This is an optimization exercise on Yosys and OpenROAD, whose aim is a short achievable clock period and few clock cycles, not a production implementation. Function was checked by simulation only, so behaviour that the tests miss may differ from the original. Power is estimated from default activity; no workload was simulated.

before:
==> flow/design.v (excerpt) <==
module processor_verilog (
    input  wire        clk,
    input  wire        reset,
    output wire [15:0] rom_addr,
    input  wire [31:0] rom_data,
    output wire        out_valid,
    output wire [15:0] out_data,
    output wire        halted
);
Size: about 13000 cells after synthesis, ~5400 flip-flops, about 210000 µm² of cells after synthesis.
==> flow/config.mk <==
export PLATFORM = sky130hd
export DESIGN_NAME = processor_verilog
export DESIGN_NICKNAME = processor_verilog
export VERILOG_FILES = /design/flow/design.v
export SDC_FILE = /design/flow/constraint.sdc
export NUM_CORES = 4
export LEC_CHECK = 0
export ABC_CLOCK_PERIOD_IN_PS = 4000
export CAP_MARGIN = 20
export CORE_MARGIN = 2
export CORE_UTILIZATION = 30
export PLACE_DENSITY = 0.5
export SLEW_MARGIN = 20
export TNS_END_PERCENT = 5
==> flow/constraint.sdc <==
create_clock -name core_clock -period 12.0 [get_ports {clk}]
set_input_delay 2.4000 -clock core_clock [delete_from_list [all_inputs] [get_ports {clk}]]
set_output_delay 2.4000 -clock core_clock [all_outputs]
set_load 0.01 [all_outputs]
standard.sh (not shown) runs the stock make flow with config.mk's settings and CLKGATE_MAP_FILE= SYNTH_SCRIPT=/design/flow/synth_recipe.tcl, a recipe that flattens the netlist after the stock synthesis.
==> flow/flow/run.sh <==
#!/bin/bash
# Standard ORFS layout (the standard.sh, standard synthesis), with the setup repair
# steps aiming for a larger slack than the 12 ns clock needs, so that the layout is
# optimised for a short period, and with plain buffers on the ports. The SDC is
# the standard flow's, unchanged.
set -eo pipefail
export SETUP_SLACK_MARGIN=8.0
export SKIP_LAST_GASP=1
export BUFFER_PORTS_ARGS="-buffer_cell sky130_fd_sc_hd__buf_4"
bash standard.sh > make_standard.log 2>&1
Testbench counts of before, summed over its fixed seeds: cycles 116,821.
For after, these inputs were changed with respect to before:
--- a/flow/design.v
+++ b/flow/design.v
@@ -56,27 +56,30 @@
     reg        d_alu, d_mul, d_regwe, d_out_r, d_out_m, d_st_imm, d_store, d_ld_reg;
     reg        d_ld_rom, d_rom, d_jmp, d_j7, d_rel, d_halt, d_self;
     reg  [8:0] d_op;              
     reg  [4:0] d_cs;              
     reg [15:0] d_rd_oh;           
     reg [15:0] d_rlo, d_rhi;      
     reg        hz_rq, hz_ar;      
     reg        mdep;              
     wire [3:0]  rd    = ir[19:16];
     wire [15:0] opnd  = ir[15:0];
-    reg  [15:0] a, b;             
-    reg  [15:0] dv, ram_rd;
+    reg  [15:0] a, b, dv, ram_rd;
     reg  [15:0] ram_grp [0:15];
     integer si, sj;
     always @* begin
+        a  = 16'd0;
+        b  = 16'd0;
         dv = 16'd0;
         for (si = 0; si < 16; si = si + 1) begin
+            a  = a  | ({16{d_a_oh[si]}}  & regs[si]);
+            b  = b  | ({16{d_b_oh[si]}}  & regs[si]);
             dv = dv | ({16{d_rd_oh[si]}} & regs[si]);
         end
         ram_rd = 16'd0;
         for (si = 0; si < 16; si = si + 1) begin
             ram_grp[si] = 16'd0;
             for (sj = 0; sj < 16; sj = sj + 1)
                 ram_grp[si] = ram_grp[si] | ({16{ra_lo[sj]}} & ram[16 * si + sj]);
             ram_rd = ram_rd | ({16{ra_hi[si]}} & ram_grp[si]);
         end
     end
@@ -394,57 +397,31 @@
             for (di = 0; di < 16; di = di + 1) begin
                 d_rd_oh[di] <= (x[19:16] == di[3:0]);
                 d_rlo[di]   <= (x[3:0] == di[3:0]);
                 d_rhi[di]   <= (x[7:4] == di[3:0]);
             end
         end
     end
     wire reg_we = ev && d_regwe && !mdep && !j7p && !mwb;    
     wire [16:0] rall   = r | ({17{mwb}} & mres);
     wire [15:0] reg_wd = ({16{d_ld_reg && !mwb}} & ram_a) | rall[15:0];
-    wire [15:0] we_vec = ({16{reg_we}} & d_rd_oh) | ({16{mwb}} & md_oh);
-    reg  [15:0] xa_oh, xb_oh, xa_val, xb_val;
-    integer oi;
-    always @* begin
-        xa_val = 16'd0;
-        xb_val = 16'd0;
-        for (oi = 0; oi < 16; oi = oi + 1) begin
-            xa_oh[oi] = (x[3:0] == oi[3:0]);
-            xb_oh[oi] = (x[11:8] == oi[3:0]);
-            xa_val = xa_val | ({16{xa_oh[oi]}} & regs[oi]);
-            xb_val = xb_val | ({16{xb_oh[oi]}} & regs[oi]);
-        end
-    end
-    wire xa_w  = |(xa_oh & we_vec);
-    wire xb_w  = |(xb_oh & we_vec);
-    wire cur_a_w = |(d_a_oh & we_vec);
-    wire cur_b_w = |(d_b_oh & we_vec);
-    always @(posedge clk) begin
-        if (take) begin
-            a <= xa_w ? reg_wd : xa_val;
-            b <= xb_w ? reg_wd : xb_val;
-        end else begin
-            if (cur_a_w) a <= reg_wd;
-            if (cur_b_w) b <= reg_wd;
-        end
-    end
     integer ri;
     always @(posedge clk) begin
         if (reset) begin
             for (ri = 0; ri < 16; ri = ri + 1) regs[ri] <= 16'd0;
             fo <= 1'b0;
             fn <= 1'b0;
             fc <= 1'b0;
             zr <= 16'd0;
         end else begin
             for (ri = 0; ri < 16; ri = ri + 1) begin
-                if (we_vec[ri]) regs[ri] <= reg_wd;
+                if ((reg_we && d_rd_oh[ri]) || (mwb && md_oh[ri])) regs[ri] <= reg_wd;
             end
             if (mwb || (ev && d_alu && !d_mul && !j7p)) begin
                 fo <= mwb ? mul_o : alu_o;
                 fn <= rall[15];
                 fc <= rall[16];
                 zr <= rall[15:0];
             end
         end
     end
     wire [15:0] ram_wd = d_st_imm ? opnd : dv;
### Flow results
after: PASS, flow complete, no timing, DRC or antenna violations
The worst setup path startpoint comes out ra_lo[8] in one run and ra_lo[9] in the other, namely in before and after respectively.
Compared with before, in after wire length saw an increase, worst vdd rail ir drop saw a decrease, final net count saw little to no change.
Looking at routed metal-1 wirelength, after sits 1.2 mm lower than before does.
Going from before to after, synthesized area shows no meaningful change, via count shows a reduction of 0.34%, proportion of cell area spent on the clock network shows no meaningful change, critical path depth shows a reduction of 3.
Max ratio of final minimum period to clock period across before and after: after
after vs. before: non-clock buffer share of cell area now sits at about the same level, standard cell core area has decreased.
Testbench counts of after, summed over its fixed seeds: cycles 116,821.

==> afterwards: timing with drivers on the ports <==
In the flow no input, the clock included, has a driving cell. The finished layouts below were timed again as built, in two steps. Step 1: set_driving_cell puts a clkbuf_16 on clk and a buf_2 on each other input, an assumption about the parent block. Step 2 moves the port delays by t, midway between the first and last clock arrival at a register: inputs arrive t later, outputs are due t later. That takes back most of the time a late clock gives input paths. Slacks: ideal / step 1 / step 2; pairs: ideal / step 1.
run | t (ns) | setup WS [ns] | clock arrival spread, ns
before | 1.203 | 7.002 / 7.002 / 6.100 | 0.150 / 0.150
after | 1.238 | 6.963 / 6.963 / 6.036 | 0.125 / 0.125
After both steps setup and hold are still met in every run listed. The setup slack of after, which loses most, moves by 0.000 ns with the drivers and by -0.927 ns with both steps.
